This design comes from an exercise in tuning for small area on the open sky130 flow, not from production work.
RTL that was checked went through simulation tests only; none was proved equivalent to the original.
For runs 5 to 7, only the layout was checked, not whether the RTL still works.
Power and IR drop assume default switching activity.

==> flow/design.v <==
module reverse (
    input wire clk,            
    input wire rst_n,          
    input wire uart_rx,        
    output wire uart_tx        
);
    localparam CLK_FREQ = 27000000;
    localparam BAUD_RATE = 115200;
    localparam BAUD_DIV = CLK_FREQ / BAUD_RATE;   
    localparam IDLE = 0;
    localparam RECEIVING = 1;
    localparam TRANSMITTING = 2;
    reg [1:0] state;
    reg [7:0] buffer [0:31];   
    reg [4:0] rx_count;        
    reg [5:0] tx_count;        
    wire rx_ready;
    wire [7:0] rx_data;
    reg rx_clear;
    reg tx_start;
    reg [7:0] tx_data;
    wire tx_busy;
    uart_rx #(
        .CLK_FREQ(CLK_FREQ),
        .BAUD_RATE(BAUD_RATE)
    ) rx_inst (
        .clk(clk),
        .rst_n(rst_n),
        .rx(uart_rx),
        .rx_ready(rx_ready),
        .rx_data(rx_data),
        .rx_clear(rx_clear)
    );
    uart_tx #(
        .CLK_FREQ(CLK_FREQ),
        .BAUD_RATE(BAUD_RATE)
    ) tx_inst (
        .clk(clk),
        .rst_n(rst_n),
        .tx(uart_tx),
        .tx_start(tx_start),
        .tx_data(tx_data),
        .tx_busy(tx_busy)
    );
    always @(posedge clk or negedge rst_n) begin
        if (!rst_n) begin
            state <= IDLE;
            rx_count <= 0;
            tx_count <= 0;
            rx_clear <= 0;
            tx_start <= 0;
        end else begin
            rx_clear <= 0;
            tx_start <= 0;
            case (state)
                IDLE: begin
                    rx_count <= 0;
                    tx_count <= 0;
                    if (rx_ready && !rx_clear) begin
                        buffer[0] <= rx_data;
                        rx_count <= 1;
                        rx_clear <= 1;
                        state <= RECEIVING;
                    end
                end
                RECEIVING: begin
                    if (rx_ready && !rx_clear) begin
                        buffer[rx_count] <= rx_data;
                        rx_clear <= 1;
                        if (rx_count == 31) begin
                            state <= TRANSMITTING;
                            tx_count <= 0;
                        end else begin
                            rx_count <= rx_count + 1;
                        end
                    end
                end
                TRANSMITTING: begin
                    if (!tx_busy && !tx_start && tx_count < 32) begin
                        tx_data <= buffer[5'd31 - tx_count[4:0]];
                        tx_start <= 1;
                        tx_count <= tx_count + 1;
                    end else if (tx_count == 32 && !tx_busy && !tx_start) begin
                        state <= IDLE;
                    end
                end
                default: state <= IDLE;
            endcase
        end
    end
endmodule
module uart_rx #(
    parameter CLK_FREQ = 27000000,
    parameter BAUD_RATE = 115200
)(
    input wire clk,
    input wire rst_n,
    input wire rx,
    output reg rx_ready,
    output reg [7:0] rx_data,
    input wire rx_clear
);
    localparam BAUD_DIV = CLK_FREQ / BAUD_RATE;
    localparam HALF_BAUD = BAUD_DIV / 2;
    reg [1:0] rx_sync;
    reg [15:0] baud_counter;
    reg [3:0] bit_counter;
    reg [7:0] shift_reg;
    reg receiving;
    always @(posedge clk or negedge rst_n) begin
        if (!rst_n) begin
            rx_sync <= 2'b11;
            baud_counter <= 0;
            bit_counter <= 0;
            shift_reg <= 0;
            receiving <= 0;
            rx_ready <= 0;
            rx_data <= 0;
        end else begin
            rx_sync <= {rx_sync[0], rx};
            if (rx_clear) begin
                rx_ready <= 0;
            end
            if (!receiving) begin
                if (rx_sync[1] == 0) begin   
                    receiving <= 1;
                    baud_counter <= BAUD_DIV + HALF_BAUD - 1;   
                    bit_counter <= 0;
                end
            end else begin
                if (baud_counter == 0) begin
                    baud_counter <= BAUD_DIV - 1;
                    if (bit_counter < 8) begin
                        shift_reg <= {rx_sync[1], shift_reg[7:1]};
                        bit_counter <= bit_counter + 1;
                    end else begin
                        receiving <= 0;
                        rx_data <= shift_reg;
                        rx_ready <= 1;
                    end
                end else begin
                    baud_counter <= baud_counter - 1;
                end
            end
        end
    end
endmodule
module uart_tx #(
    parameter CLK_FREQ = 27000000,
    parameter BAUD_RATE = 115200
)(
    input wire clk,
    input wire rst_n,
    output reg tx,
    input wire tx_start,
    input wire [7:0] tx_data,
    output reg tx_busy
);
    localparam BAUD_DIV = CLK_FREQ / BAUD_RATE;
    reg [15:0] baud_counter;
    reg [3:0] bit_counter;
    reg [7:0] shift_reg;
    always @(posedge clk or negedge rst_n) begin
        if (!rst_n) begin
            tx <= 1;
            tx_busy <= 0;
            baud_counter <= 0;
            bit_counter <= 0;
            shift_reg <= 0;
        end else begin
            if (!tx_busy) begin
                tx <= 1;   
                if (tx_start) begin
                    shift_reg <= tx_data;
                    tx_busy <= 1;
                    baud_counter <= BAUD_DIV - 1;
                    bit_counter <= 0;
                    tx <= 0;   
                end
            end else begin
                if (baud_counter == 0) begin
                    baud_counter <= BAUD_DIV - 1;
                    if (bit_counter < 8) begin
                        tx <= shift_reg[0];
                        shift_reg <= {1'b0, shift_reg[7:1]};
                        bit_counter <= bit_counter + 1;
                    end else if (bit_counter == 8) begin
                        tx <= 1;   
                        bit_counter <= bit_counter + 1;
                    end else begin
                        tx_busy <= 0;
                    end
                end else begin
                    baud_counter <= baud_counter - 1;
                end
            end
        end
    end
endmodule
==> flow/run.sh <==
#!/bin/bash
# synth_recipe.tcl (not shown) runs the flow's synth.tcl, then flattens the netlist and writes it again
# the make line also repeats each setting of config.mk as NAME=value (left out here)
make -C /OpenROAD-flow-scripts/flow DESIGN_CONFIG=/design/flow/config.mk WORK_HOME=/design/flow/orfs CLKGATE_MAP_FILE= SYNTH_SCRIPT=/design/flow/synth_recipe.tcl finish
==> flow/config.mk <==
export PLATFORM = sky130hd
export DESIGN_NAME = reverse
export DESIGN_NICKNAME = reverse
export VERILOG_FILES = /design/flow/design.v
export SDC_FILE = /design/flow/constraint.sdc
export NUM_CORES = 4
export LEC_CHECK = 0
export CAP_MARGIN = 20
export CORE_MARGIN = 2
export CORE_UTILIZATION = 40
export SLEW_MARGIN = 20
==> flow/constraint.sdc <==
create_clock -name core_clock -period 37.0 [get_ports {clk}]
set_input_delay 7.4000 -clock core_clock [delete_from_list [all_inputs] [get_ports {clk}]]
set_output_delay 7.4000 -clock core_clock [all_outputs]
set_load 0.01 [all_outputs]
==> qor.yml, run 1 <==
hold_violations: 0
finalSetupViolCount: 0
synth_area_per_cell_um2: 13.61
grt_pass1_wl_mm: 58.49
ir_drop_uv: 26.94
drive_gt1_frac: 0.1115
cap_viol_max_count: 0
cts.sinks: 349
r2r_setup_slack_ns: 33.56
routabilityCongestion: 0.8960
ioPinCount: 4
antenna_found_initial: 0
whs_ns: 0.3594
drt_iter0_markers: 1134
mostFrequentLayoutCells: "264 x edfxtp_1, 83 x nand2_1, 74 x dfrtp_1"
via_per_inst: 5.949
hold_path_end: "rx_inst.rx_sync[1]"
insertion_delay_ns: 0.53
fin_crit_ns: 9.230
mostFrequentLayoutCell: "edfxtp_1"
vias: 9400
power_mw: 0.7768
post_drt_wl_per_cell_um: 24.46
p_leak_nw: 6.334
relSlewSlack: 0.2678
fin_skew_ns: 0.02014
pwr_density_cell_mw_per_mm2: 47.42
min_path_type: "flop to flop"
clk_pin_slew_ns: 0.06
finalNetCount: 1103
end_kind: "flop"
grt_max_degree: 66
fin_ws_ns: 27.77
fillers: 3260
crit_type: "input pin to flop"
dieHeight_um: 195.8
ys_dominant_reg_cell: "edfxtp_1"
critPathMaxFanout: 24
portBuffers: 3
hold_path.startpoint: "rx_inst.rx_sync[0]"
met2_usage: 0.3090
grt_use_total: 0.2046
status: "finished clean"
ys_seq_elements: 349
global_route.overflow_total: 0
grt_use_met3: 0.03765
crit_required_ns: 37.15
core_mm2: 0.03643
htreeDepth: 2
grtUsageMet1: 0.2939
postCtsHoldBufs: 0
cts_resized: 0
finalSetupTns_ns: 0
top_register: "buffer"
drtAntennaViolNets: 0
dpl_worst_slack_ns: 27.17
tightest_slew_ns: 1.090
fin_crit_sh: 0.2495
synth_cell_type_count: 68
worstHoldPathCells: 0
start_util: 0.4037
grt_pass1_vias: 9250
cts_tree: "done"
numCtsBuffers: 37
totalWireLength_mm: 38.65
syn_area_mm2: 0.01471
syn2layout_area_growth_pct: 11.36
layout_top_registers: "buffer: 256 flops, rx_inst.baud_counter: 16 flops, tx_inst.baud_counter: 16 flops"
reg2reg_from: "tx_count[3]"
fin_util: 0.4496
yosysWarnings: 4
grt_setup_unrepaired: "false"
cts_buffer_depth: 3
firstDrtPassIters: 7
fp-row-count: 70
ctsRootBufferMaster: "clkbuf_16"
grt_busiest_layer: "met2"
start_kind: "input pin"
die_w_um: 195.8
synth_edf_count: 264
hpwl_mm: 24.42
arrival_ns: 9.38
synthArstFlopShare: 0.2436
die_area_mm2: 0.03832
syn_inst: 1081
r2r_end: "tx_data[7]"
synth_nets: 1100
worst_r2r_path_depth: 6
n_antenna_cell: 0
fmax_ghz: 0.1083
postCtsSetupRepairBufs: 0
drv_slew: 0
largest_reg_flops: 256
drc: 0
yosysSeqAreaShare: 0.6838
logic make-up (layout without fill, tap and decap cells):
kind of cell             count (synthesis)  after routing  synth area share
flip-flops                             349            349            0.6838
AND/OR/NAND/NOR                        314            314            0.1081
AO/OA/AOI/OAI                          246            246            0.1167
multiplexers                            75             75           0.05342
buffers and inverters                   74            105           0.02016
adder cells (fa/ha/maj)                 16             16           0.01361
XOR/XNOR                                 7              7          0.004168
cell type report:
type                       instances  area, µm²  area share
sequential                       349      10070      0.6147
multi-input combinational        658       4368      0.2667
clock buffer                      43      948.4     0.05790
tap                              468      585.6     0.03575
clock inverter                    24      201.4     0.01230
timing repair buffer              17      130.1    0.007944
inverter                          21      78.83    0.004812
per-stage QoR:
step | instances | area [µm²]
final | 1580 | 16380
after global placement | 1512 | 15220
after detailed placement | 1512 | 15220
after global routing | 1580 | 16380
after CTS | 1579 | 16370
after floorplan | 1081 | 14710
synthesized netlist by cell type, types with 16 or more instances:
library cell | instances | area, µm²
inv_1 | 20 | 75.07
nor3_1 | 22 | 110.1
dfrtp_1 | 82 | 2052
ha_1 | 16 | 200.2
mux2i_1 | 47 | 470.5
o22ai_1 | 23 | 143.9
mux2_2 | 28 | 315.3
nand2_1 | 83 | 311.6
a22oi_1 | 25 | 187.7
nand3_1 | 33 | 165.2
nor2_1 | 66 | 247.7
o21ai_0 | 58 | 290.3
a22o_1 | 19 | 166.4
a21oi_1 | 30 | 150.1
and2_1 | 16 | 100.1
clkbuf_1 | 39 | 146.4
edfxtp_1 | 264 | 7928
worst max-delay path, cell delays in order:
cell     delay (ns)
buf_4          0.28
and3_1         0.30
and2_1         0.30
nand2_1        0.20
nor3_1         0.88
report_power, final:
| part | total, mW | leakage (nW) | switching, mW | internal, mW |
|---|---|---|---|---|
| clock network | 0.357 | 0.569 | 0.152 | 0.206 |
| registers | 0.417 | 4.21 | 0.000281 | 0.417 |
| logic | 0.00214 | 1.56 | 0.00185 | 0.000288 |
per-layer routing:
layer / part of all wire / wire length (µm) / up-vias
met5: 0 / 0 / -
met4: 0.042 / 1638 / 0
met3: 0.085 / 3269 / 105
met2: 0.44 / 17010 / 437
met1: 0.43 / 16730 / 4667
li1: - / - / 4191
how the worst max path moves through the flow:
stage	end	depth (start not counted)	start	slack [ns]
finish	buffer[17][4]	5	rst_n	27.77
global route	buffer[17][1]	5	rst_n	27.67
floorplan	buffer[16][0]	4	rst_n	28.15
global placement	buffer[18][2]	5	rst_n	27.27
CTS	buffer[18][0]	5	rst_n	27.71
detailed placement	buffer[18][2]	5	rst_n	27.17
==> run 2, diff against run 1 <==
==> flow/design.v (replaced) <==
module reverse (
    input  wire clk,
    input  wire rst_n,
    input  wire uart_rx,
    output wire uart_tx
);
    localparam [7:0] BIT_LAST   = 8'd233;   
    localparam [7:0] FIRST_LAST = 8'd255;   
    localparam [1:0] S_HUNT = 2'd0;   
    localparam [1:0] S_ALN  = 2'd1;   
    localparam [1:0] S_BITS = 2'd2;   
    reg s1, s2;
    always @(posedge clk or negedge rst_n)
        if (!rst_n) begin
            s1 <= 1'b1;
            s2 <= 1'b1;
        end else begin
            s1 <= uart_rx;
            s2 <= s1;
        end
    reg [6:0] p;
    always @(posedge clk or negedge rst_n)
        if (!rst_n) p <= 7'd0;
        else        p <= p + 7'd1;
    reg [1:0] st;
    reg       m;       
    reg [4:0] j;       
    reg [3:0] n;       
    reg [7:0] c;       
    reg       tx;
    wire [4:0] idx = j ^ {5{m}};
    wire match = (p[6:4] == idx[3:1]) && (p[3] == idx[0]) && !p[2] &&
                 (p[1] == idx[0]) && (p[0] == idx[0]);
    reg [127:0] ra, rb;
    wire tick = (st == S_BITS) && (c == 8'd0);
    wire we   = tick && !m && !n[3];
    wire tap  = idx[4] ? rb[105] : ra[105];
    always @(posedge clk) begin
        ra <= {ra[126:0], (we && !idx[4]) ? s2 : ra[127]};
        rb <= {rb[126:0], (we &&  idx[4]) ? s2 : rb[127]};
    end
    always @(posedge clk) begin
        c <= c - 8'd1;
        case (st)
            S_ALN: if (match) begin
                n <= 4'd0;
                c <= m ? BIT_LAST : FIRST_LAST;
            end
            S_BITS: if (c == 8'd0) begin
                n <= n + 4'd1;
                c <= BIT_LAST;
            end
            default: ;
        endcase
    end
    always @(posedge clk or negedge rst_n) begin
        if (!rst_n) begin
            st <= S_HUNT;
            m  <= 1'b0;
            j  <= 5'd0;
            tx <= 1'b1;
        end else begin
            case (st)
                S_HUNT: if (!s2) st <= S_ALN;
                S_ALN: if (match) begin
                    st <= S_BITS;
                    if (m) tx <= 1'b0;
                end
                default: if (c == 8'd0) begin
                    if (m) begin
                        tx <= n[3] | tap;
                        if (n == 4'd9) begin
                            j <= j + 5'd1;
                            if (j == 5'd31) begin
                                m  <= 1'b0;
                                st <= S_HUNT;
                            end else
                                st <= S_ALN;
                        end
                    end else if (n == 4'd8) begin
                        j <= j + 5'd1;
                        if (j == 5'd31) begin
                            m  <= 1'b1;
                            st <= S_ALN;
                        end else
                            st <= S_HUNT;
                    end
                end
            endcase
        end
    end
    assign uart_tx = tx;
endmodule
--- a/flow/config.mk
+++ b/flow/config.mk
@@ -5,7 +5,9 @@
 export SDC_FILE = /design/flow/constraint.sdc
 export NUM_CORES = 4
 export LEC_CHECK = 0
+export ABC_AREA = 1
 export CAP_MARGIN = 20
 export CORE_MARGIN = 2
-export CORE_UTILIZATION = 40
+export CORE_UTILIZATION = 60
+export CTS_BUF_LIST = sky130_fd_sc_hd__clkbuf_4
 export SLEW_MARGIN = 20
==> run 2 against run 1 <==
Compared with the run above:
- largest cell class unchanged
- clock skew increased by 0.012 ns
- highest routed layer unchanged
- critical path depth shrank 4
- worst hold slack got worse by 0.051 ns
- core utilization up 26 points
- area after synthesis shrank 53%
- clock-buffer cell count is 65 higher
- largest power group unchanged
- register-to-register slack gained 1.4 ns
- sequential power shrank 26%
- non-clock buffer count shrank 14
- critical endpoint is now uart_tx
- sequential share of layout area rose by 11 points
- global-route usage down 4.9 points
- fmax grew 1.9%
==> qor.yml, run 2 <==
syn_inst: 482  # -55%
post_drt_wl_per_cell_um: 11.31  # -54%
postCtsSetupRepairBufs: 0  # unchanged
clk_pin_slew_ns: 0.06  # about the same
slowest_stage: "dfstp_2"
firstDrtPassIters: 4  # -3
mostFrequentLayoutCell: "dfxtp_1"
finalSetupViolCount: 0  # unchanged
yosysMostFrequentCell: "dfxtp_1"
yosysSeqAreaShare: 0.8397  # +0.1559
fin_cells: 742  # -53%
relSlewSlack: 0.4764  # +0.2086
grt_pass1_vias: 3469  # -62%
cts_resized: 0  # unchanged
place_area_mm2: 0.007176  # -53%
fin_crit_ns: 9.060  # -0.1701 ns
grt_max_degree: 19  # -71%
yosysTopAreaCell: "dfxtp_1"
postCtsHoldBufs: 0  # unchanged
cap_viol_max_count: 0  # unchanged
dp.cells: 627  # -59%
min_path_type: "flop to flop"
r2r_end: "n[2]"
fin_area_mm2: 0.008039  # -51%
r2r_setup_slack_ns: 35.01  # +1.45 ns
p_leak_nw: 3.524  # -44%
fmax_ghz: 0.1104  # +1.9%
critPathBufInv: 1  # unchanged
ys_seq_elements: 286  # -18%
ioPinCount: 4  # unchanged
power_mw: 0.5540  # -29%
crit_chain: "clkdlybuf4s50_1"
syn2layout_area_growth_pct: 15.21
grt_pass1_wl_mm: 15.31  # -74%
hpwl_mm: 4.477  # -82%
die_area_mm2: 0.01251  # -67%
fin_skew_ns: 0.03182  # +0.01168 ns
cts_buffer_depth: 3  # unchanged
totalWireLength_mm: 8.389  # -78%
yosysWarnings: 1  # -3
antenna_found_initial: 0  # unchanged
finalNetCount: 567  # -49%
synth_area_per_cell_um2: 14.48  # +6.4%
arrival_ns: 1.66  # -7.72 ns
insertion_delay_ns: 0.63  # +0.10 ns
slowest_delay_ns: 0.53  # -0.35 ns
cts.sinks: 286  # -18%
drv_slew: 0  # unchanged
syn_area_mm2: 0.006978  # -53%
worst_r2r_path_depth: 7  # +1
synth_top_area_frac: 0.7574  # +0.2184
die_w_um: 111.8  # -43%
grt_setup_unrepaired: "false"
synth_cell_type_count: 31  # -54%
mostFrequentLayoutCells: "264 x dfxtp_1, 108 x clkbuf_4, 55 x nand2_1"
core_mm2: 0.01137  # -69%
ctsRootBufferMaster: "clkbuf_4"
drtAntennaViolNets: 0  # unchanged
synthArstFlopShare: 0.06294  # -0.1806
drt_iter0_markers: 116  # -90%
vias: 3248  # -65%
tightest_slew_ns: 0.7830  # -0.3070 ns
start_kind: "flop"
crit_required_ns: 29.60  # -7.55 ns
routabilityCongestion: 0.7821  # -13%
cts_tree: "done"
layout_top_registers: "ra: 128 flops, rb: 128 flops, c: 8 flops"
yosys-top-cells-area: "dfxtp_1 76%, dfrtp_1 5.4%, nand2_1 3.0%"
drive_gt1_frac: 0.2321  # +0.1205
end_kind: "output port"
fillers: 799  # -75%
finalSetupTns_ns: 0  # unchanged
portBuffers: 3  # unchanged
drc: 0  # unchanged
synth_edf_count: 4  # -98%
critPathCapture: "uart_tx"
ir_drop_uv: 50.44  # +87%
dieHeight_um: 111.8  # -43%
cp_top_family: "flip-flops"
htreeDepth: 3  # +1
critPathLaunch: "tx"
status: "finished clean"
fin_crit_sh: 0.2449  # -0.004597
pwr_density_cell_mw_per_mm2: 68.92  # +45%
fin_util: 0.7071  # +0.2575
via_per_inst: 4.377  # -26%
grt_use_total: 0.1559  # -0.04872
synth_nets: 496  # -55%
start_util: 0.6137  # +0.2100
crit_type: "flop to output port"
fp-row-count: 39  # -44%
path_depth: 1  # -4
n_antenna_cell: 0  # unchanged
ys_dominant_reg_cell: "dfxtp_1"
synth_commonest_cells: "264 x dfxtp_1, 55 x nand2_1, 28 x inv_1, 19 x nand3_1, 15 x dfrtp_1"
reg2reg_from: "m"
global_route.overflow_total: 0  # unchanged
hold_violations: 0  # unchanged
critPathMaxFanout: 2  # -92%
numCtsBuffers: 67  # +81%
==> run 2: cell types whose count changed in the layout (fill, tap and decap cells not counted), moves of 19 or more <==
cell / previous run / this run
a21oi_1: 30 / 11
a22o_1: 19 / 0
a22oi_1: 25 / 1
clkbuf_16: 37 / 0
clkbuf_4: 0 / 108
dfrtp_1: 74 / 15
dfxtp_1: 0 / 264
edfxtp_1: 264 / 4
mux2_2: 28 / 0
mux2i_1: 47 / 0
nand2_1: 83 / 55
nor2_1: 65 / 13
o21ai_0: 58 / 4
o22ai_1: 23 / 0
==> run 2: worst min-delay path by stage <==
stage	from	to	slack [ns]	cells past startpoint
after floorplan	ra[99]	ra[100]	0.31	0
after global placement	ra[116]	ra[117]	0.31	0
after detailed placement	ra[11]	ra[12]	0.31	0
after CTS	ra[68]	ra[69]	0.31	0
after global routing	ra[103]	ra[104]	0.32	0
final	ra[68]	ra[69]	0.31	0
==> run 2: per-layer routing <==
| layer | share of wire | vias up | track usage |
|---|---|---|---|
| met5 | 0 | - | 0 |
| met4 | 0.039 | 0 | 0.1185 |
| met2 | 0.41 | 60 | 0.2053 |
| li1 | - | 1691 | - |
| met1 | 0.50 | 1468 | 0.2036 |
| met3 | 0.048 | 29 | 0.06478 |
==> run 2: area by class of cell <==
cell class | instances | area [µm²] | area share
multi-input combinational | 163 | 979.7 | 0.1219
clock buffer | 108 | 810.8 | 0.1009
clock inverter | 7 | 52.55 | 0.006537
tap | 143 | 178.9 | 0.02226
timing repair buffer | 3 | 30.03 | 0.003735
sequential | 286 | 5859 | 0.7289
inverter | 32 | 127.6 | 0.01588
==> run 2: power by group <==
part	internal [mW]	total, mW	switching (mW)	leakage [nW]
Combinational	0.000191	0.000593	0.000402	0.622
Sequential	0.309	0.309	0.0000657	2.38
Clock	0.138	0.245	0.106	0.523
==> run 2: logic make-up after synthesis <==
family                   count (synthesis)  share of synthesized area
XOR/XNOR                                16                    0.02008
buffers and inverters                   33                    0.01990
AO/OA/AOI/OAI                           21                    0.01811
flip-flops                             286                     0.8397
AND/OR/NAND/NOR                        115                    0.08248
adder cells (fa/ha/maj)                 11                    0.01972
==> run 2: stage by stage <==
step | setup slack (ns) | hold WS [ns]
2_1_floorplan | 29.07 | 0.3096
3_3_place_gp | 28.54 | 0.3111
3_5_place_dp | 28.53 | 0.3121
4_1_cts | 27.87 | 0.3091
5_1_grt | 27.88 | 0.3203
6_report | 27.94 | 0.3082
==> run 3, diff against run 2 <==
--- a/flow/config.mk
+++ b/flow/config.mk
@@ -10,4 +10,6 @@
 export CORE_MARGIN = 2
 export CORE_UTILIZATION = 60
 export CTS_BUF_LIST = sky130_fd_sc_hd__clkbuf_4
+export CTS_CLUSTER_DIAMETER = 50
+export CTS_CLUSTER_SIZE = 12
 export SLEW_MARGIN = 20
==> run 3 against run 2 <==
Compared with the run above:
- still clean
- final cell count is 11% lower
- fmax decreased by 0.30%
- non-clock buffer count is the same
- critical endpoint unchanged
- largest cell class unchanged
- largest power group unchanged
- highest routed layer unchanged
==> qor.yml, run 3 <==
drv_slew: 0  # unchanged
start_util: 0.6137  # unchanged
slowest_delay_ns: 0.55  # +0.02 ns
worst_r2r_path_depth: 7  # unchanged
synthArstFlopShare: 0.06294  # unchanged
htreeDepth: 1  # -2
cts.sinks: 286  # unchanged
synth_cell_type_count: 31  # unchanged
drt_iter0_markers: 134  # +16%
critPathMaxFanout: 2  # unchanged
critPathBufInv: 1  # unchanged
totalWireLength_mm: 7.785  # -7.2%
hpwl_mm: 4.477  # unchanged
finalNetCount: 528  # -6.9%
syn_inst: 482  # unchanged
reg2reg_from: "m"
die_w_um: 111.8  # unchanged
layout_top_registers: "ra: 128 flops, rb: 128 flops, c: 8 flops"
syn2layout_area_growth_pct: 6.473
finalSetupViolCount: 0  # unchanged
postCtsHoldBufs: 0  # unchanged
ys_dominant_reg_cell: "dfxtp_1"
firstDrtPassIters: 4  # unchanged
status: "finished clean"
via_per_inst: 4.486  # +2.5%
critPathLaunch: "tx"
yosysMostFrequentCell: "dfxtp_1"
mostFrequentLayoutCells: "264 x dfxtp_1, 55 x nand2_1, 30 x clkbuf_4"
crit_type: "flop to output port"
cts_tree: "done"
clk_pin_slew_ns: 0.11  # +0.05 ns
r2r_end: "n[0]"
crit_required_ns: 29.60  # about the same
yosysTopAreaCell: "dfxtp_1"
yosysSeqAreaShare: 0.8397  # unchanged
fin_crit_sh: 0.2456  # +0.0007486
post_drt_wl_per_cell_um: 11.76  # +4.0%
synth_edf_count: 4  # unchanged
mostFrequentLayoutCell: "dfxtp_1"
cp_top_family: "flip-flops"
drc: 0  # unchanged
dpl_worst_slack_ns: 28.53  # unchanged
yosysWarnings: 1  # unchanged
antenna_found_initial: 0  # unchanged
synth_area_per_cell_um2: 14.48  # unchanged
grt_pass1_vias: 3021  # -13%
hold_violations: 0  # unchanged
die_area_mm2: 0.01251  # unchanged
synth_top_area_frac: 0.7574  # unchanged
power_mw: 0.4322  # -22%
cap_viol_max_count: 0  # unchanged
r2r_setup_slack_ns: 35.05  # +0.04 ns
ir_drop_uv: 42.61  # -16%
syn_area_mm2: 0.006978  # unchanged
global_route.overflow_total: 0  # unchanged
slowest_stage: "dfstp_2"
synth_nets: 496  # unchanged
path_depth: 1  # unchanged
relSlewSlack: 0.4604  # -0.01604
end_kind: "output port"
fillers: 860  # +7.6%
postCtsSetupRepairBufs: 0  # unchanged
fin_crit_ns: 9.087  # +0.02770 ns
core_mm2: 0.01137  # unchanged
critPathCapture: "uart_tx"
ctsRootBufferMaster: "clkbuf_4"
crit_chain: "clkdlybuf4s50_1"
fmax_ghz: 0.1100  # -0.30%
vias: 2970  # -8.6%
fin_skew_ns: 0.02988  # -0.001940 ns
numCtsBuffers: 28  # -58%
routabilityCongestion: 0.7821  # unchanged
ys_seq_elements: 286  # unchanged
pwr_density_cell_mw_per_mm2: 58.17  # -16%
yosys-top-cells-area: "dfxtp_1 76%, dfrtp_1 5.4%, nand2_1 3.0%"
start_kind: "flop"
finalSetupTns_ns: 0  # unchanged
synth_commonest_cells: "264 x dfxtp_1, 55 x nand2_1, 28 x inv_1, 19 x nand3_1, 15 x dfrtp_1"
drtAntennaViolNets: 0  # unchanged
portBuffers: 3  # unchanged
grt_use_total: 0.1361  # -0.01971
cts_buffer_depth: 3  # unchanged
arrival_ns: 1.69  # +0.03 ns
insertion_delay_ns: 0.64  # about the same
p_leak_nw: 3.157  # -10%
tightest_slew_ns: 0.8069  # +0.02398 ns
fp-row-count: 39  # unchanged
n_antenna_cell: 0  # unchanged
drive_gt1_frac: 0.1214  # -0.1107
fin_ws_ns: 27.91  # -0.02770 ns
ioPinCount: 4  # unchanged
cts_resized: 0  # unchanged
grt_pass1_wl_mm: 13.97  # -8.7%
min_path_type: "flop to flop"
grt_setup_unrepaired: "false"
dieHeight_um: 111.8  # unchanged
grt_max_degree: 19  # unchanged
-- run 3: routing by layer --
metal | global-route usage | vias up | wire [µm]
li1 | - | 1562 | -
met1 | 0.2019 | 1342 | 4212
met2 | 0.1911 | 42 | 3032
met3 | 0.03266 | 24 | 268
met4 | 0.06173 | 0 | 272
met5 | 0 | - | 0
-- run 3: per-stage QoR --
stage,hold slack [ns],std cells,cell area (µm²),utilization
CTS,0.2994,662,7430,0.6535
finish,0.3132,662,7430,0.6535
detailed placement,0.3121,627,7176,0.6311
floorplan,0.3096,482,6978,-
global placement,0.3111,627,7176,0.6311
global route,0.3174,662,7430,0.6535
-- run 3: worst min path at each step --
stage	from	to	cells past startpoint
after floorplan	ra[99]	ra[100]	0
after global placement	ra[116]	ra[117]	0
after detailed placement	ra[11]	ra[12]	0
after CTS	rb[3]	rb[4]	0
after global routing	rb[3]	rb[4]	0
final	rb[3]	rb[4]	0
-- run 3: cell families after synthesis --
logic type | after synthesis | share of synthesized area
flops | 286 | 0.8397
simple gates | 115 | 0.08248
buf+inv | 33 | 0.01990
compound gates | 21 | 0.01811
xor+xnor | 16 | 0.02008
fa+ha+maj | 11 | 0.01972
-- run 3: area by class of cell --
class	count	area [µm²]	share of cell area
Clock buffer	30	225.2	0.03031
Clock inverter	5	28.78	0.003873
Inverter	32	127.6	0.01718
Multi-Input combinational cell	163	979.7	0.1319
Sequential cell	286	5859	0.7886
Tap cell	143	178.9	0.02408
Timing Repair Buffer	3	30.03	0.004042
-- run 3: power breakdown --
group / switching (mW) / internal (mW) / total [mW]
registers: 0.0000648 / 0.309 / 0.309
clock network: 0.0842 / 0.0386 / 0.123
logic: 0.000414 / 0.000191 / 0.000606
==> run 4, diff against run 3 <==
==> flow/config.mk (replaced) <==
export PLATFORM = sky130hd
export DESIGN_NAME = reverse
export DESIGN_NICKNAME = reverse
export VERILOG_FILES = /design/flow/design.v
export SDC_FILE = /design/flow/constraint.sdc
export NUM_CORES = 4
export LEC_CHECK = 0
export CAP_MARGIN = 20
export CORE_MARGIN = 2
export CORE_UTILIZATION = 40
export SLEW_MARGIN = 20
==> run 4 against run 3 <==
Compared with the run above:
- clock skew decreased by 0.020 ns
- largest cell class unchanged
- clock-buffer cell count rose by 6
- first-iteration DRC count decreased by 9.7%
- final cell count is 9.1% higher
- fmax up 1.2%
- area after synthesis increased by 0.39%
- power up 32%
- highest routed layer unchanged
- die area up 49%
- critical path type unchanged
- wire length rose by 12%
==> qor.yml, run 4 <==
status: "finished clean"
p_leak_nw: 3.368  # +6.7%
finalSetupViolCount: 0  # unchanged
htreeDepth: 1  # unchanged
cts_resized: 0  # unchanged
ir_drop_uv: 36.39  # -15%
ioPinCount: 4  # unchanged
yosysWarnings: 1  # unchanged
fin_crit_ns: 8.983  # -0.1040 ns
dieHeight_um: 136.3  # +22%
yosys-top-cells-area: "dfxtp_1 75%, dfrtp_1 5.4%, ha_1 2.0%"
postCtsHoldBufs: 0  # unchanged
drc: 0  # unchanged
drive_gt1_frac: 0.1268  # +0.005373
global_route.overflow_total: 0  # unchanged
synth_area_per_cell_um2: 15.53  # +7.3%
start_util: 0.4064  # -0.2073
hold_violations: 0  # unchanged
fin_util: 0.4727  # -0.1808
totalWireLength_mm: 8.710  # +12%
grt_use_total: 0.1011  # -0.03502
grt_pass1_vias: 3092  # +2.4%
yosysMostFrequentCell: "dfxtp_1"
postCtsSetupRepairBufs: 0  # unchanged
layout_top_registers: "ra: 128 flops, rb: 128 flops, c: 8 flops"
portBuffers: 3  # unchanged
antenna_found_initial: 0  # unchanged
via_per_inst: 4.230  # -5.7%
drt_iter0_markers: 121  # -9.7%
fp-row-count: 48  # +23%
cap_viol_max_count: 0  # unchanged
fin_ws_ns: 28.02  # +0.1040 ns
slowest_delay_ns: 0.54  # about the same
drtAntennaViolNets: 0  # unchanged
slowest_stage: "dfstp_2"
grt_pass1_wl_mm: 15.04  # +7.6%
numCtsBuffers: 26  # -7.1%
dp.cells: 675  # +7.7%
firstDrtPassIters: 5  # +1
r2r_setup_slack_ns: 34.42  # -0.63 ns
grt_max_degree: 19  # unchanged
finalSetupTns_ns: 0  # unchanged
vias: 3054  # +2.8%
drv_slew: 0  # unchanged
synth_nets: 465  # -6.3%
core_mm2: 0.01724  # +52%
fillers: 1470  # +71%
cp_top_family: "flip-flops"
synth_edf_count: 4  # unchanged
die_area_mm2: 0.01859  # +49%
mostFrequentLayoutCell: "dfxtp_1"
cts_buffer_depth: 3  # unchanged
end_kind: "output port"
fin_skew_ns: 0.009465  # -0.02041 ns
mostFrequentLayoutCells: "264 x dfxtp_1, 28 x clkbuf_16, 15 x nor2_1, 15 x dfrtp_1, 14 x nand2_1"
start_kind: "flop"
syn_area_mm2: 0.007005  # +0.39%
syn2layout_area_growth_pct: 16.31
clk_pin_slew_ns: 0.06  # -0.05 ns
grt_setup_unrepaired: "false"
crit_chain: "clkdlybuf4s50_1"
die_w_um: 136.3  # +22%
whs_ns: 0.3185  # +0.005313 ns
tightest_slew_ns: 0.8407  # +0.03376 ns
ys_seq_elements: 286  # unchanged
yosysTopAreaCell: "dfxtp_1"
synth_cell_type_count: 51  # +65%
hpwl_mm: 4.770  # +6.5%
synth_commonest_cells: "264 x dfxtp_1, 15 x dfrtp_1, 15 x nor2_1, 14 x nand2_1"
fin_cells: 722  # +9.1%
cts_tree: "done"
insertion_delay_ns: 0.52  # -0.12 ns
ys_dominant_reg_cell: "dfxtp_1"
synthArstFlopShare: 0.06294  # unchanged
crit_required_ns: 29.60  # about the same
post_drt_wl_per_cell_um: 12.06  # +2.6%
arrival_ns: 1.58  # -0.11 ns
routabilityCongestion: 0.7348  # -6.0%
ctsRootBufferMaster: "clkbuf_16"
pwr_density_cell_mw_per_mm2: 70.19  # +21%
cts.sinks: 286  # unchanged
yosysSeqAreaShare: 0.8364  # -0.003299
syn_inst: 451  # -6.4%
fmax_ghz: 0.1113  # +1.2%
dpl_worst_slack_ns: 28.53  # -0.005500 ns
critPathBufInv: 1  # unchanged
critPathMaxFanout: 3  # +1
relSlewSlack: 0.4349  # -0.02549
n_antenna_cell: 0  # unchanged
synth_top_area_frac: 0.7544  # -0.002976
fin_crit_sh: 0.2428  # -0.002811
min_path_type: "flop to flop"
finalNetCount: 492  # -6.8%
crit_type: "flop to output port"
==> run 4: cell types whose count changed in the layout (fill, tap and decap cells not counted), moves of 8 or more <==
cell       delta
nand2_2      -11
clkbuf_4     -30
nand2_1      -41
nand3_1       -9
inv_1        -16
clkbuf_16    +28
xnor2_1       +8
==> run 4: logic make-up (layout without fill, tap and decap cells) <==
kind of cell               Yosys count  after routing  synth area share
and+or+nand+nor                     67             67           0.05072
DFF                                286            286            0.8364
xor gates and xnor gates            19             19           0.02375
muxes                                8              8           0.01232
adders and majority gates           11             11           0.01965
AOI/OAI and AO/OA                   43             43           0.04358
buffers and inverters               17             63           0.01357
==> run 4: worst register-to-register path, cell delays in order, from the launching register on <==
cell,delay [ns]
dfrtp_1,0.56
or4_4,0.62
a211oi_1,0.35
a21oi_1,0.11
a211oi_1,0.57
==> run 4: final timing paths <==
| path | startpoint | end | depth (start not counted) |
|---|---|---|---|
| setup / recovery | tx | uart_tx | 1 |
| hold / removal | rb[98] | rb[99] | 0 |
| setup reg to reg | m | n[2] | 4 |
| hold reg to reg | rb[98] | rb[99] | 0 |
| max in group asynchronous | rst_n | m | 1 |
| min in group asynchronous | rst_n | p[5] | 1 |
==> run 4: layer usage <==
metal | part of all wire | routed length [µm] | track usage | vias up
li1 | - | - | - | 1537
met1 | 0.51 | 4450 | 0.1423 | 1441
met2 | 0.41 | 3595 | 0.1427 | 52
met3 | 0.047 | 410 | 0.03132 | 24
met4 | 0.029 | 254 | 0.04514 | 0
met5 | 0 | 0 | 0 | -
==> run 4: power by group <==
part / switching, mW / total, mW / internal, mW
combinational: 0.000387 / 0.000573 / 0.000185
clock: 0.107 / 0.262 / 0.155
sequential: 0.000122 / 0.309 / 0.309
==> run 4: layout make-up <==
type	instances	area [µm²]	share of cell area
clock inverter	11	96.34	0.01182
tap	225	281.5	0.03455
clock buffer	36	780.7	0.09582
inverter	13	48.80	0.005989
sequential	286	5859	0.7191
timing repair buffer	3	30.03	0.003686
multi-input combinational	148	1051	0.1290
==> run 4: metrics by stage <==
stage	total power [mW]	instance area, µm²
after floorplan	0.3158	7005
after global placement	0.3165	7271
after detailed placement	0.3165	7271
after CTS	0.5798	8148
after global routing	0.5927	8148
final	0.5719	8148
==> run 5, diff against run 4 <==
==> flow/design.v (replaced) <==
module reverse (
    input  wire clk,
    input  wire rst_n,
    input  wire uart_rx,
    output wire uart_tx
);
    localparam [7:0] C_END   = 8'hff;
    localparam [7:0] C_BIT   = 8'ha0;
    localparam [7:0] C_SHORT = 8'haf;
    localparam [1:0] S_HUNT = 2'd0;   
    localparam [1:0] S_ALN  = 2'd1;   
    localparam [1:0] S_BITS = 2'd2;   
    reg s1, s2;
    always @(posedge clk or negedge rst_n)
        if (!rst_n) begin
            s1 <= 1'b1;
            s2 <= 1'b1;
        end else begin
            s1 <= uart_rx;
            s2 <= s1;
        end
    reg [6:0] p;
    always @(posedge clk or negedge rst_n)
        if (!rst_n) p <= 7'd0;
        else        p <= p + 7'd1;
    reg [1:0] st;
    reg [5:0] j;       
    reg [3:0] n;       
    reg [7:0] c;       
    reg       tx;
    wire       m   = j[5];
    wire [4:0] idx = j[4:0] ^ {5{m}};
    wire match = (p[6:4] == idx[3:1]) && (p[3] == idx[0]) && !p[2] &&
                 (p[1] == idx[0]) && (p[0] == idx[0]);
    wire tick = (st == S_BITS) && (c == C_END);
    wire last = n[3] & n[0];   
    reg [127:0] ra, rb;
    wire we  = tick && !m && (n != 4'd0) && !last;
    wire tap = idx[4] ? rb[105] : ra[105];
    always @(posedge clk) begin
        ra <= {ra[126:0], (we && !idx[4]) ? s2 : ra[127]};
        rb <= {rb[126:0], (we &&  idx[4]) ? s2 : rb[127]};
    end
    always @(posedge clk) begin
        c <= {c[6:0], c[7] ^ c[5] ^ c[4] ^ c[3]};
        if (st == S_ALN && match) begin
            n <= 4'd0;
            c <= m ? C_BIT : C_SHORT;
        end else if (tick) begin
            n <= n + 4'd1;
            c <= C_BIT;
        end
    end
    always @(posedge clk or negedge rst_n) begin
        if (!rst_n) begin
            st <= S_HUNT;
            j  <= 6'd0;
            tx <= 1'b1;
        end else begin
            case (st)
                S_HUNT: if (!s2) st <= S_ALN;
                S_ALN: if (match) begin
                    st <= S_BITS;
                    if (m) tx <= 1'b0;
                end
                default: if (tick) begin
                    if (m) tx <= n[3] | tap;
                    if (last) begin
                        j  <= j + 6'd1;
                        st <= (j[4:0] == 5'd31) ^ m ? S_ALN : S_HUNT;
                    end
                end
            endcase
        end
    end
    assign uart_tx = tx;
endmodule
--- a/flow/config.mk
+++ b/flow/config.mk
@@ -5,7 +5,11 @@
 export SDC_FILE = /design/flow/constraint.sdc
 export NUM_CORES = 4
 export LEC_CHECK = 0
+export ABC_AREA = 1
 export CAP_MARGIN = 20
 export CORE_MARGIN = 2
-export CORE_UTILIZATION = 40
+export CORE_UTILIZATION = 60
+export CTS_BUF_LIST = sky130_fd_sc_hd__clkbuf_4
+export CTS_CLUSTER_DIAMETER = 40
+export CTS_CLUSTER_SIZE = 10
 export SLEW_MARGIN = 20
==> run 5 against run 4 <==
Compared with the run above:
- sequential share of layout area is 9.1 points higher
- power is 22% lower
- register-to-register slack improved by 0.72 ns
- highest routed layer unchanged
- core utilization increased by 19 points
- still clean
- largest power group unchanged
- final cell count decreased by 11%
- wire length decreased by 13%
- sequential cell count unchanged
==> qor.yml, run 5 <==
status: "finished clean"
drc: 0  # unchanged
synth_edf_count: 0  # -4
crit_type: "flop to output port"
yosysTopAreaCell: "dfxtp_1"
postCtsSetupRepairBufs: 0  # unchanged
synth_top_area_frac: 0.8047  # +0.05023
syn2layout_area_growth_pct: 7.750
p_comb_frac: 0.001  # about the same
numCtsBuffers: 35  # +35%
fmax_ghz: 0.1106  # -0.68%
p_sw_frac: 0.1980  # +0.009889
r2r_setup_slack_ns: 35.14  # +0.72 ns
grt_use_total: 0.1403  # +0.03921
postCtsHoldBufs: 0  # unchanged
fin_crit_ns: 9.045  # +0.06130 ns
drv_slew: 0  # unchanged
start_util: 0.6151  # +0.2086
slowest_delay_ns: 0.55  # about the same
mostFrequentLayoutCell: "dfxtp_1"
ys_dominant_reg_cell: "dfxtp_1"
p_switching_mw: 0.08846  # -18%
cap_viol_max_count: 0  # unchanged
syn_inst: 456  # +1.1%
finalSetupTns_ns: 0  # unchanged
hold_violations: 0  # unchanged
n_antenna_cell: 0  # unchanged
cts_resized: 0  # unchanged
grt_pass1_vias: 2772  # -10%
ioPinCount: 4  # unchanged
crit_chain: "clkdlybuf4s50_1"
hold_path_end: "rb[104]"
min_path_type: "flop to flop"
path_depth: 1  # unchanged
arrival_ns: 1.64  # +0.06 ns
power_mw: 0.4467  # -22%
cts.sinks: 286  # unchanged
drt_iter0_markers: 143  # +18%
finalNetCount: 503  # +2.2%
drive_gt1_frac: 0.1076  # -0.01919
drtAntennaViolNets: 0  # unchanged
grt_setup_unrepaired: "false"
die_area_mm2: 0.01197  # -36%
ys_seq_elements: 286  # unchanged
worst_r2r_path_depth: 10  # +6
hold_path.startpoint: "rb[103]"
ctsRootBufferMaster: "clkbuf_4"
fp-row-count: 38  # -21%
reg2reg_from: "j[5]"
cts_buffer_depth: 3  # unchanged
insertion_delay_ns: 0.58  # +0.06 ns
dieHeight_um: 109.4  # -20%
worstHoldPathCells: 0  # unchanged
firstDrtPassIters: 4  # -1
cts_tree: "done"
via_per_inst: 4.470  # +5.7%
synth_area_per_cell_um2: 14.62  # -5.9%
start_kind: "flop"
routabilityCongestion: 0.8479  # +15%
synthArstFlopShare: 0.06294  # unchanged
pwr_density_cell_mw_per_mm2: 62.18  # -11%
global_route.overflow_total: 0  # unchanged
layout_top_registers: "ra: 128 flops, rb: 128 flops, c: 8 flops"
clk_pin_slew_ns: 0.10  # +0.04 ns
p_seq_frac: 0.690  # +0.150
critPathMaxFanout: 2  # -1
ir_drop_uv: 40.60  # +12%
synth_nets: 464  # -0.22%
yosysMostFrequentCell: "dfxtp_1"
totalWireLength_mm: 7.613  # -13%
synth_cell_type_count: 25  # -51%
die_w_um: 109.4  # -20%
crit_required_ns: 29.60  # about the same
yosysWarnings: 1  # unchanged
grt_pass1_wl_mm: 12.88  # -14%
post_drt_wl_per_cell_um: 11.86  # -1.7%
yosysSeqAreaShare: 0.8728  # +0.03637
vias: 2870  # -6.0%
p_leak_nw: 3.052  # -9.4%
slowest_stage: "dfstp_2"
finalSetupViolCount: 0  # unchanged
relSlewSlack: 0.4444  # +0.009550
fin_skew_ns: 0.02047  # +0.01100 ns
clock_power_share: 0.309  # -0.150
intPower_mw: 0.3582  # -23%
mostFrequentLayoutCells: "268 x dfxtp_1, 58 x nand2_1, 39 x clkbuf_4"
end_kind: "output port"
core_mm2: 0.01084  # -37%
hpwl_mm: 4.056  # -15%
r2r_end: "c[0]"
critPathBufInv: 1  # unchanged
htreeDepth: 2  # +1
tightest_slew_ns: 0.8308  # -0.009929 ns
fin_crit_sh: 0.2444  # +0.001657
portBuffers: 3  # unchanged
syn_area_mm2: 0.006668  # -4.8%
yosys-top-cells-area: "dfxtp_1 80%, dfrtp_1 5.6%, nand2_1 3.3%"
antenna_found_initial: 0  # unchanged
synth_commonest_cells: "268 x dfxtp_1, 58 x nand2_1, 30 x inv_1, 16 x nand3_1, 15 x dfrtp_1"
cp_top_family: "flip-flops"
grt_max_degree: 19  # unchanged
run 5: changes by cell type after synthesis, sizes merged, moves of 5 or more:
cell,delta
ha,-6
inv,+20
a21oi,-8
o21ai,+7
nor2b,-5
xnor2,-9
nand3,+8
nand2,+45
mux2,-5
run 5: logic make-up after synthesis:
kind of cell	after synthesis	synth area share
AOI/OAI and AO/OA	19	0.01464
xor gates and xnor gates	14	0.01839
adders and majority gates	5	0.009383
buffers and inverters	34	0.02027
DFF	286	0.8728
and+or+nand+nor	98	0.06455
run 5: worst register-to-register path, delay by kind of cell, from the launching register on:
family          cells  cell delay (ns)
compound gates      1             0.08
simple gates        8             0.88
flops               1             0.62
buf+inv             1             0.18
run 5: layout make-up:
cell class / count / area [µm²]
Clock inverter: 5 / 30.03
Timing Repair Buffer: 3 / 30.03
Tap cell: 140 / 175.2
Fill cell: 820 / 3656
Multi-Input combinational cell: 136 / 713.2
Clock buffer: 39 / 292.8
Sequential cell: 286 / 5819
Inverter: 33 / 123.9
run 5: worst max path at each step:
stage,start,end,slack [ns]
finish,tx,uart_tx,27.96
global route,tx,uart_tx,27.88
CTS,tx,uart_tx,27.92
detailed placement,rst_n,j[5],28.55
global placement,rst_n,j[5],28.57
floorplan,tx,uart_tx,29.07
run 5: through the flow:
stage / cells / area, µm² / utilization / hold WS, ns / worst slack, ns
2_1_floorplan: 456 / 6668 / - / 0.3096 / 29.07
3_3_place_gp: 598 / 6862 / 0.6330 / 0.3108 / 28.57
3_5_place_dp: 598 / 6862 / 0.6330 / 0.3121 / 28.55
4_1_cts: 642 / 7184 / 0.6627 / 0.3204 / 27.92
5_1_grt: 642 / 7184 / 0.6627 / 0.3298 / 27.88
6_report: 642 / 7184 / 0.6627 / 0.3148 / 27.96
run 5: layer usage:
layer,track usage,vias to the layer above,wire length (µm)
met3,0.04209,25,290
li1,-,1487,-
met4,0.07776,0,235
met5,0,-,0
met1,0.2095,1313,4141
met2,0.1812,45,2945
run 5: power groups by stage:
| stage | combinational [mW] | sequential (mW) | clock [mW] |
|---|---|---|---|
| after floorplan | 0.0000190 | 0.315 | 0 |
| after global placement | 0.000647 | 0.315 | 0 |
| after detailed placement | 0.000659 | 0.315 | 0 |
| after CTS | 0.000672 | 0.308 | 0.145 |
| after global routing | 0.000741 | 0.308 | 0.157 |
| final | 0.000625 | 0.308 | 0.138 |
==> run 6, diff against run 5 <==
--- a/flow/config.mk
+++ b/flow/config.mk
@@ -9,7 +9,7 @@
 export CAP_MARGIN = 20
 export CORE_MARGIN = 2
 export CORE_UTILIZATION = 60
-export CTS_BUF_LIST = sky130_fd_sc_hd__clkbuf_4
-export CTS_CLUSTER_DIAMETER = 40
-export CTS_CLUSTER_SIZE = 10
+export CTS_BUF_LIST = sky130_fd_sc_hd__clkbuf_16
+export CTS_CLUSTER_DIAMETER = 80
+export CTS_CLUSTER_SIZE = 36
 export SLEW_MARGIN = 20
==> run 6 against run 5 <==
Compared with the run above:
- area after synthesis stayed put
- still clean
- fmax is 1.2% higher
- critical path depth stayed put
- critical endpoint unchanged
- critical path type unchanged
- final cell count is 4.0% lower
==> qor.yml, run 6 <==
cts_buffer_depth: 3  # unchanged
syn_area_mm2: 0.006668  # unchanged
syn2layout_area_growth_pct: 8.651
syn_inst: 456  # unchanged
p_leak_nw: 3.054  # about the same
crit_type: "flop to output port"
fin_area_mm2: 0.007244  # +0.84%
antenna_found_initial: 0  # unchanged
slowest_delay_ns: 0.55  # about the same
dp.cells: 598  # unchanged
clk_pin_slew_ns: 0.11  # about the same
path_depth: 1  # unchanged
insertion_delay_ns: 0.47  # -0.11 ns
routabilityCongestion: 0.8479  # unchanged
die_area_mm2: 0.01197  # unchanged
vias: 2742  # -4.5%
grt_setup_unrepaired: "false"
grt_pass1_vias: 2626  # -5.3%
synth_edf_count: 0  # unchanged
synth_commonest_cells: "268 x dfxtp_1, 58 x nand2_1, 30 x inv_1, 16 x nand3_1, 15 x dfrtp_1"
yosysTopAreaCell: "dfxtp_1"
fmax_ghz: 0.1119  # +1.2%
global_route.overflow_total: 0  # unchanged
cap_viol_max_count: 0  # unchanged
cts_tree: "done"
tightest_slew_ns: 0.8157  # -0.01511 ns
fin_util: 0.6683  # +0.005541
n_antenna_cell: 0  # unchanged
worstHoldPathCells: 0  # unchanged
drive_gt1_frac: 0.05252  # -0.05505
grt_max_degree: 38  # +19
critPathMaxFanout: 2  # unchanged
crit_required_ns: 29.60  # about the same
worst_r2r_path_depth: 10  # unchanged
pwr_density_cell_mw_per_mm2: 63.85  # +2.7%
die_w_um: 109.4  # unchanged
cts.sinks: 286  # unchanged
power_mw: 0.4626  # +3.6%
grt_pass1_wl_mm: 12.52  # -2.8%
portBuffers: 3  # unchanged
drt_iter0_markers: 113  # -21%
status: "finished clean"
mostFrequentLayoutCells: "268 x dfxtp_1, 58 x nand2_1, 33 x inv_1"
fp-row-count: 38  # unchanged
firstDrtPassIters: 5  # +1
relSlewSlack: 0.4545  # +0.01010
cp_top_family: "flip-flops"
yosysSeqAreaShare: 0.8728  # unchanged
fin_cells: 616  # -4.0%
ys_seq_elements: 286  # unchanged
start_kind: "flop"
post_drt_wl_per_cell_um: 12.05  # +1.6%
synth_top_area_frac: 0.8047  # unchanged
finalSetupTns_ns: 0  # unchanged
synth_nets: 464  # unchanged
finalNetCount: 480  # -4.6%
core_mm2: 0.01084  # unchanged
grt_use_total: 0.1333  # -0.007012
slowest_stage: "dfstp_2"
synthArstFlopShare: 0.06294  # unchanged
arrival_ns: 1.54  # -0.10 ns
fin_crit_ns: 8.939  # -0.1053 ns
drc: 0  # unchanged
ys_dominant_reg_cell: "dfxtp_1"
ctsRootBufferMaster: "clkbuf_16"
start_util: 0.6151  # unchanged
min_path_type: "flop to flop"
critPathBufInv: 1  # unchanged
ir_drop_uv: 54.79  # +35%
synth_area_per_cell_um2: 14.62  # unchanged
dieHeight_um: 109.4  # unchanged
synth_cell_type_count: 25  # unchanged
postCtsHoldBufs: 0  # unchanged
mostFrequentLayoutCell: "dfxtp_1"
yosysWarnings: 1  # unchanged
yosys-top-cells-area: "dfxtp_1 80%, dfrtp_1 5.6%, nand2_1 3.3%"
drv_slew: 0  # unchanged
fin_skew_ns: 0.02699  # +0.006527 ns
drtAntennaViolNets: 0  # unchanged
place_area_mm2: 0.006862  # unchanged
crit_chain: "clkdlybuf4s50_1"
fin_crit_sh: 0.2416  # -0.002846
numCtsBuffers: 12  # -66%
postCtsSetupRepairBufs: 0  # unchanged
layout_top_registers: "ra: 128 flops, rb: 128 flops, c: 8 flops"
totalWireLength_mm: 7.424  # -2.5%
yosysMostFrequentCell: "dfxtp_1"
hpwl_mm: 4.056  # unchanged
ioPinCount: 4  # unchanged
cts_resized: 0  # unchanged
hold_violations: 0  # unchanged
end_kind: "output port"
finalSetupViolCount: 0  # unchanged
via_per_inst: 4.451  # -0.43%
htreeDepth: 1  # -1
[run 6: cells by family (layout without fill, tap and decap cells)]
group,after synthesis,in the layout,share of synthesized area
flops,286,286,0.8728
simple gates,98,98,0.06455
buf+inv,34,54,0.02027
compound gates,19,19,0.01464
xor+xnor,14,14,0.01839
fa+ha+maj,5,5,0.009383
[run 6: cell type report]
class                           count  area, µm²
Clock buffer                       13      325.3
Tap cell                          140      175.2
Inverter                           33      123.9
Multi-Input combinational cell    136      713.2
Timing Repair Buffer                3      30.03
Sequential cell                   286       5819
Clock inverter                      5      57.56
Fill cell                         784       3596
[run 6: where the power goes]
part | total, mW | switching [mW] | internal [mW] | leakage, nW
registers | 0.308 | 0.0000712 | 0.308 | 2.39
clock network | 0.154 | 0.0871 | 0.0665 | 0.194
logic | 0.000617 | 0.000423 | 0.000194 | 0.470
total | 0.463 | 0.0876 | 0.375 | 3.05
[run 6: layer usage]
metal / global-route usage / part of all wire
met5: 0 / 0
met4: 0.04882 / 0.027
met1: 0.2039 / 0.55
met3: 0.02490 / 0.024
met2: 0.1900 / 0.40
[run 6: worst paths after layout]
kind                       startpoint       to  slack (ns)
setup / recovery                   tx  uart_tx       28.06
hold / removal                 ra[52]   ra[53]        0.30
setup reg to reg                 j[5]     c[0]       35.14
hold reg to reg                ra[52]   ra[53]        0.30
max in group asynchronous       rst_n    st[0]       29.11
min in group asynchronous       rst_n     p[0]        7.38
[run 6: through the flow]
step                      worst slack, ns  hold slack [ns]
final                               28.06           0.3026
after global routing                27.99           0.3006
after CTS                           28.04           0.3022
after detailed placement            28.55           0.3121
after global placement              28.57           0.3108
after floorplan                     29.07           0.3096
==> run 7, diff against run 6 <==
--- a/flow/config.mk
+++ b/flow/config.mk
@@ -8,8 +8,8 @@
 export ABC_AREA = 1
 export CAP_MARGIN = 20
 export CORE_MARGIN = 2
-export CORE_UTILIZATION = 60
-export CTS_BUF_LIST = sky130_fd_sc_hd__clkbuf_16
-export CTS_CLUSTER_DIAMETER = 80
-export CTS_CLUSTER_SIZE = 36
+export CORE_UTILIZATION = 75
+export CTS_BUF_LIST = sky130_fd_sc_hd__clkbuf_8
+export CTS_CLUSTER_DIAMETER = 50
+export CTS_CLUSTER_SIZE = 20
 export SLEW_MARGIN = 20
==> run 7 against run 6 <==
Compared with the run above:
- still clean on timing, DRC and antenna
- clock skew down 0.0053 ns
- synthesized cell count unchanged
- worst setup slack worse by 0.021 ns
- sequential cell count unchanged
- largest cell class unchanged
- largest power group unchanged
==> qor.yml, run 7 <==
intPower_mw: 0.3562  # -5.0%
grt_pass1_wl_mm: 14.57  # +16%
drt_iter0_markers: 81  # -28%
numCtsBuffers: 18  # +6
insertion_delay_ns: 0.50  # +0.03 ns
antenna_found_initial: 0  # unchanged
hold_path_end: "rb[89]"
power_mw: 0.4397  # -4.9%
synth_area_per_cell_um2: 14.62  # unchanged
fp-row-count: 34  # -11%
worstHoldPathCells: 0  # unchanged
grt_pass1_vias: 2975  # +13%
cts.sinks: 286  # unchanged
ctsRootBufferMaster: "clkbuf_8"
layout_top_registers: "ra: 128 flops, rb: 128 flops, c: 8 flops"
ir_drop_uv: 46.14  # -16%
fin_crit_ns: 8.960  # +0.02090 ns
fin_ws_ns: 28.04  # -0.02090 ns
pwr_density_cell_mw_per_mm2: 61.85  # -3.1%
post_drt_wl_per_cell_um: 14.69  # +22%
drtAntennaViolNets: 0  # unchanged
drc: 0  # unchanged
clk_pin_slew_ns: 0.11  # about the same
hold_path.startpoint: "rb[88]"
ys_seq_elements: 286  # unchanged
p_sw_frac: 0.1899  # +0.0005084
portBuffers: 3  # unchanged
min_path_type: "flop to flop"
crit_required_ns: 29.60  # about the same
yosysTopAreaCell: "dfxtp_1"
synth_commonest_cells: "268 x dfxtp_1, 58 x nand2_1, 30 x inv_1, 16 x nand3_1, 15 x dfrtp_1"
yosys-top-cells-area: "dfxtp_1 80%, dfrtp_1 5.6%, nand2_1 3.3%"
r2r_end: "c[0]"
slowest_stage: "dfstp_2"
crit_type: "flop to output port"
status: "finished clean"
grt_use_total: 0.1914  # +0.05813
crit_chain: "clkdlybuf4s50_1"
fin_skew_ns: 0.02169  # -0.005308 ns
routabilityCongestion: 0.7957  # -6.2%
global_route.overflow_total: 0  # unchanged
finalSetupTns_ns: 0  # unchanged
syn2layout_area_growth_pct: 6.624
cap_viol_max_count: 0  # unchanged
syn_inst: 456  # unchanged
postCtsHoldBufs: 0  # unchanged
hpwl_mm: 5.141  # +27%
reg2reg_from: "j[5]"
synth_top_area_frac: 0.8047  # unchanged
grt_setup_unrepaired: "false"
fillers: 406  # -48%
cts_tree: "done"
yosysSeqAreaShare: 0.8728  # unchanged
arrival_ns: 1.56  # +0.02 ns
start_util: 0.7683  # +0.1532
htreeDepth: 1  # unchanged
cts_resized: 0  # unchanged
r2r_setup_slack_ns: 35.07  # -0.07 ns
cts_buffer_depth: 3  # unchanged
via_per_inst: 4.788  # +7.6%
relSlewSlack: 0.4715  # +0.01696
grt_max_degree: 22  # -42%
fmax_ghz: 0.1116  # -0.23%
start_kind: "flop"
yosysMostFrequentCell: "dfxtp_1"
postCtsSetupRepairBufs: 0  # unchanged
critPathMaxFanout: 2  # unchanged
path_depth: 1  # unchanged
finalSetupViolCount: 0  # unchanged
fin_crit_sh: 0.2422  # +0.0005649
syn_area_mm2: 0.006668  # unchanged
finalNetCount: 486  # +1.3%
p_comb_frac: 0.001  # about the same
die_w_um: 98.29  # -10%
core_mm2: 0.008678  # -20%
end_kind: "output port"
cp_top_family: "flip-flops"
vias: 2825  # +3.0%
slowest_delay_ns: 0.54  # about the same
dpl_worst_slack_ns: 28.56  # +0.01240 ns
die_area_mm2: 0.009660  # -19%
totalWireLength_mm: 8.670  # +17%
p_seq_frac: 0.701  # +0.034
worst_r2r_path_depth: 10  # unchanged
p_switching_mw: 0.08348  # -4.7%
synth_nets: 464  # unchanged
synth_edf_count: 0  # unchanged
n_antenna_cell: 0  # unchanged
tightest_slew_ns: 0.7903  # -0.02537 ns
ys_dominant_reg_cell: "dfxtp_1"
synth_cell_type_count: 25  # unchanged
mostFrequentLayoutCells: "268 x dfxtp_1, 58 x nand2_1, 33 x inv_1"
synthArstFlopShare: 0.06294  # unchanged
p_leak_nw: 3.021  # -1.1%
clock_power_share: 0.298  # -0.034
drive_gt1_frac: 0.06432  # +0.01179
drv_slew: 0  # unchanged
yosysWarnings: 1  # unchanged
dieHeight_um: 98.29  # -10%
mostFrequentLayoutCell: "dfxtp_1"
critPathBufInv: 1  # unchanged
firstDrtPassIters: 4  # -1
hold_violations: 0  # unchanged
ioPinCount: 4  # unchanged
[run 7: cell families (layout without fill, tap and decap cells)]
group | Yosys count | in the layout | share of synthesized area
adder cells (fa/ha/maj) | 5 | 5 | 0.009383
XOR/XNOR | 14 | 14 | 0.01839
flip-flops | 286 | 286 | 0.8728
AND/OR/NAND/NOR | 98 | 98 | 0.06455
AO/OA/AOI/OAI | 19 | 19 | 0.01464
buffers and inverters | 34 | 60 | 0.02027
[run 7: worst register-to-register path, stage by stage, from the launching register on]
cell	delay [ns]
dfrtp_1	0.64
inv_2	0.19
nand2_1	0.15
nand2_1	0.07
nand2_1	0.06
nand2_1	0.05
nor2_1	0.16
nand3_2	0.14
nor2_4	0.21
nand2_2	0.10
o21ai_0	0.09
[run 7: how the worst max path moves through the flow]
stage          from      end  slack [ns]
3_3_place_gp     tx  uart_tx       28.57
3_5_place_dp     tx  uart_tx       28.56
2_1_floorplan    tx  uart_tx       29.07
5_1_grt          tx  uart_tx       28.00
6_report         tx  uart_tx       28.04
4_1_cts          tx  uart_tx       28.02
[run 7: cell type report]
type                            count  area [µm²]  area share
Clock buffer                       19       261.5     0.03678
Clock inverter                      5       26.28    0.003696
Inverter                           33       123.9     0.01742
Multi-Input combinational cell    136       713.2      0.1003
Sequential cell                   286        5819      0.8185
Tap cell                          108       135.1     0.01901
Timing Repair Buffer                3       30.03    0.004224
[run 7: power groups by stage]
stage	clock, mW	sequential, mW	combinational, mW
floorplan	0	0.315	0.0000190
global placement	0	0.315	0.000609
detailed placement	0	0.315	0.000631
CTS	0.133	0.308	0.000624
global route	0.142	0.308	0.000704
finish	0.131	0.308	0.000610
[run 7: per-layer routing]
metal,vias to the layer above,routed length (µm),GRT usage
li1,1447,-,-
met1,1312,4163,0.2711
met2,46,3949,0.2967
met3,20,316,0.04223
met4,0,240,0.07060
met5,-,0,0
[run 7: through the flow]
stage	hold slack [ns]	area [µm²]	std cells	utilization
CTS	0.3296	7109	590	0.8192
finish	0.3236	7109	590	0.8192
detailed placement	0.3121	6822	566	0.7860
floorplan	0.3096	6668	456	-
global placement	0.3105	6822	566	0.7860
global route	0.3354	7109	590	0.8192

## port drivers added, routing unchanged
The results above use ideal ports. As a check the final layouts listed here were re-extracted and re-timed, cells and wires unchanged. Step 1: set_driving_cell puts a clkbuf_16 on clk and a buf_2 on each other input, an assumption about the parent block. Step 2, shift: input delay + t, output delay - t, t = (earliest + latest rising clock arrival at the registers) / 2. This alone moves slack from input paths to output paths. Three values: ideal ports, drivers, drivers and shift; two values: the first two.
run	t, ns	setup slack, ns	latest minus earliest clock arrival (ns)	cell pins on the clock port's net
run 1	0.578	27.770 / 27.800 / 27.222	0.025 / 0.024	1
run 2	0.639	27.940 / 27.910 / 28.549	0.035 / 0.035	1
run 3	0.650	27.913 / 27.882 / 28.532	0.034 / 0.034	1
run 4	0.551	28.017 / 27.979 / 28.530	0.012 / 0.012	1
run 5	0.598	27.955 / 27.926 / 28.524	0.024 / 0.024	1
run 6	0.492	28.061 / 28.025 / 28.518	0.035 / 0.035	1
run 7	0.519	28.040 / 28.008 / 28.527	0.021 / 0.022	1
After both steps setup and hold are still met in every run listed. The setup slack of run 1, which loses most, moves by +0.030 ns with the drivers and by -0.548 ns with both steps.
